Background: an optimization exercise with open tools, aiming at small area and a short achievable clock period. Do not read the settings as production practice. In this exercise RTL edits were held to simulation tests only and were not proved equivalent to the original.

// ULA_LCD
module ULA_LCD(clk, rst, rs, rw, en, dados, SOMA, SUBT, MULT, IGUAL, A, B, sinalA, sinalB);
==> flow/config.mk <==
export PLATFORM = sky130hd
export DESIGN_NAME = ULA_LCD
export DESIGN_NICKNAME = ULA_LCD
export VERILOG_FILES = /design/flow/design.v
export SDC_FILE = /design/flow/constraint.sdc
export NUM_CORES = 4
export LEC_CHECK = 0
export ABC_AREA = 1
export CAP_MARGIN = 20
export CORE_MARGIN = 2
export CORE_UTILIZATION = 60
export CTS_BUF_LIST = sky130_fd_sc_hd__clkbuf_8
export CTS_CLUSTER_SIZE = 30
export SLEW_MARGIN = 20
==> flow/constraint.sdc <==
create_clock -name core_clock -period 120.0 [get_ports {clk}]
set_input_delay 24.0000 -clock core_clock [delete_from_list [all_inputs] [get_ports {clk}]]
set_output_delay 24.0000 -clock core_clock [all_outputs]
set_load 0.01 [all_outputs]
standard.sh (not shown) runs the stock make flow with config.mk's settings and CLKGATE_MAP_FILE= SYNTH_SCRIPT=/design/flow/synth_recipe.tcl, a recipe that flattens the netlist after the stock synthesis.
==> flow/flow/run.sh <==
#!/bin/bash
# Standard ORFS layout, except that after the standard synthesis the
# combinational logic is mapped again by ABC for area (flow/remap.abc);
# the flip-flops of the standard synthesis are kept as they are, with their
# names and cells.
set -euo pipefail
HERE=$(pwd)
R=$HERE/orfs/results/sky130hd/ULA_LCD/base
LIB=$FLOW_HOME/platforms/sky130hd/lib/sky130_fd_sc_hd__tt_025C_1v80.lib

bash standard.sh synth > $HERE/synth_std.log 2>&1

cp $R/1_2_yosys.v $HERE/netlist_std.v
cat > $HERE/remap.ys <<EOY
read_liberty -ignore_miss_func $LIB
read_verilog $HERE/netlist_std.v
hierarchy -top ULA_LCD
setattr -mod -set blackbox 1 sky130_fd_sc_hd__*df*
flatten
opt -full
techmap
opt -fast
abc -liberty $LIB $(cat $HERE/flow/dontuse.txt) -script $HERE/flow/remap.abc
opt_clean -purge
hilomap -singleton -hicell sky130_fd_sc_hd__conb_1 HI -locell sky130_fd_sc_hd__conb_1 LO
insbuf -buf sky130_fd_sc_hd__buf_4 A X
splitnets
opt_clean -purge
tee -o $HERE/remap_stat.log stat -liberty $LIB
write_verilog -noattr -nohex -nodec $HERE/netlist_remap.v
EOY
yosys -s $HERE/remap.ys > $HERE/remap.log 2>&1

# the remapped logic must do what the standard synthesis does
cat > $HERE/remap_equiv.ys <<EOY
read_liberty -ignore_miss_func $LIB
read_verilog $HERE/netlist_std.v
rename ULA_LCD gold
read_verilog $HERE/netlist_remap.v
rename ULA_LCD gate
flatten gold gate
hierarchy -check
setattr -mod -set blackbox 1 sky130_fd_sc_hd__*df*
opt_clean
equiv_make gold gate eq
hierarchy -top eq
equiv_simple -seq 1
equiv_status -assert
EOY
yosys -s $HERE/remap_equiv.ys > $HERE/remap_equiv.log 2>&1

cp $HERE/netlist_remap.v $R/1_2_yosys.v
touch $R/1_2_yosys.v
bash standard.sh finish SETUP_SLACK_MARGIN=88.2 "BUFFER_PORTS_ARGS=-buffer_cell sky130_fd_sc_hd__buf_2" > $HERE/finish.log 2>&1
==> flow/flow/remap.abc <==
strash
&get -n
&deepsyn -T 30
&dch -f
&nf -p -R 1000
&put
topo
Other scripts of this flow, unchanged in this note and not shown: flow/flow/dontuse.txt
The first run finished with timing, DRC and antenna clean.
Change:
--- a/flow/flow/run.sh
+++ b/flow/flow/run.sh
@@ -52,3 +52,3 @@
 cp $HERE/netlist_remap.v $R/1_2_yosys.v
 touch $R/1_2_yosys.v
-bash standard.sh finish SETUP_SLACK_MARGIN=88.2 "BUFFER_PORTS_ARGS=-buffer_cell sky130_fd_sc_hd__buf_2" > $HERE/finish.log 2>&1
+bash standard.sh finish SETUP_SLACK_MARGIN=87.2 "BUFFER_PORTS_ARGS=-buffer_cell sky130_fd_sc_hd__buf_2" > $HERE/finish.log 2>&1
- PLACE_DENSITY: not set -> 0.8
=> Synthesized area stays the same. Hold slack is better by 0.0068 ns. Cell area fell by about 6%. Via count shrinks by 5.4%. Utilization goes down by 4.5 points. Non-clock buffer count came out lower by 26. Synthesized cell count does not change.
Change:
--- a/flow/flow/run.sh
+++ b/flow/flow/run.sh
@@ -52,3 +52,3 @@
 cp $HERE/netlist_remap.v $R/1_2_yosys.v
 touch $R/1_2_yosys.v
-bash standard.sh finish SETUP_SLACK_MARGIN=87.2 "BUFFER_PORTS_ARGS=-buffer_cell sky130_fd_sc_hd__buf_2" > $HERE/finish.log 2>&1
+bash standard.sh finish > $HERE/finish.log 2>&1
==> flow/flow/remap.abc (replaced) <==
strash
&get -n
&deepsyn -T 30
&put
dch -f
amap
topo
- CORE_UTILIZATION: 60 -> 40
- CTS_BUF_LIST: sky130_fd_sc_hd__clkbuf_8 -> not set
- CTS_CLUSTER_SIZE: 30 -> not set
- PLACE_DENSITY: 0.8 -> not set
Effect: Sequential share of layout area climbs by 0.42 points; via count climbs by 8.7%; core utilization drops by 21 points; worst hold slack improved by 0.0045 ns; final cell count climbs by 13%; synthesized cell count climbs by 8.9%; setup slack got worse by 4.0 ns; register-to-register slack got worse by 0.21 ns; first-iteration DRC count climbs by 35%; routed wire length climbs by 16%; clock-buffer cell count climbs by 1.
Change:
--- a/flow/flow/run.sh
+++ b/flow/flow/run.sh
@@ -52,3 +52,3 @@
 cp $HERE/netlist_remap.v $R/1_2_yosys.v
 touch $R/1_2_yosys.v
-bash standard.sh finish > $HERE/finish.log 2>&1
+bash standard.sh finish SETUP_SLACK_MARGIN=87.7 "BUFFER_PORTS_ARGS=-buffer_cell sky130_fd_sc_hd__buf_2" > $HERE/finish.log 2>&1
==> flow/flow/remap.abc (replaced) <==
strash
&get -n
&deepsyn -T 30
&dch -f
&nf -p -R 1000
&put
topo
- CORE_UTILIZATION: 40 -> 60
- CTS_BUF_LIST: not set -> sky130_fd_sc_hd__clkbuf_8
- CTS_CLUSTER_SIZE: not set -> 30
=> Worst setup slack is better by 4.3 ns; routed wire length went down by about 10%; hold slack loses 0.0096 ns; flip-flop and latch count does not change; sequential share of layout area decreases by 0.81 points; cell area is higher by 4.6%; non-clock buffer count rises by 13.
Change:
--- a/flow/flow/run.sh
+++ b/flow/flow/run.sh
@@ -52,3 +52,3 @@
 cp $HERE/netlist_remap.v $R/1_2_yosys.v
 touch $R/1_2_yosys.v
-bash standard.sh finish SETUP_SLACK_MARGIN=87.7 "BUFFER_PORTS_ARGS=-buffer_cell sky130_fd_sc_hd__buf_2" > $HERE/finish.log 2>&1
+bash standard.sh finish SETUP_SLACK_MARGIN=87.2 "BUFFER_PORTS_ARGS=-buffer_cell sky130_fd_sc_hd__buf_2" > $HERE/finish.log 2>&1
==> flow/flow/remap.abc (replaced) <==
strash
&get -n
&deepsyn -T 30
&dch -f
&nf -p -R 50
&put
topo
The changed run passed the timing, DRC and antenna checks.
Cell area came out lower slightly.
Synthesized cell count decreases slightly.
Critical path depth drops by 3.
Flip-flop and latch count does not change.
Fmax is lower slightly.

-- separate check: timing with driven ports --
The results above use ideal ports. As a check the final layouts listed here were re-extracted and re-timed, cells and wires unchanged.
Step 1 sets driving cells, clkbuf_16 on the clock port and buf_2 on the other inputs (assumed; they add their load-dependent delay and slew).
Step 2 adds t to the input delays and takes it off the output delays; t is the mean of the earliest and latest rising clock arrival at the registers after step 1. Input paths then give back, and output paths get back, about the clock's delay inside the block.
a / b / c = ideal ports / drivers / drivers and shift; a / b = the first two.
| run | shift t [ns] | setup slack, ns | worst data-port slew with drivers (ns) |
|---|---|---|---|
| the first run | 0.359 | 88.116 / 88.080 / 88.439 | 0.03 |
| the second run | 0.347 | 87.835 / 87.800 / 88.147 | 0.03 |
| the third run | 0.345 | 83.852 / 83.810 / 84.155 | 0.04 |
| the fourth run | 0.360 | 88.172 / 88.136 / 88.496 | 0.03 |
| the fifth run | 0.341 | 87.710 / 87.678 / 88.019 | 0.03 |
After both steps setup and hold are still met in every run listed.
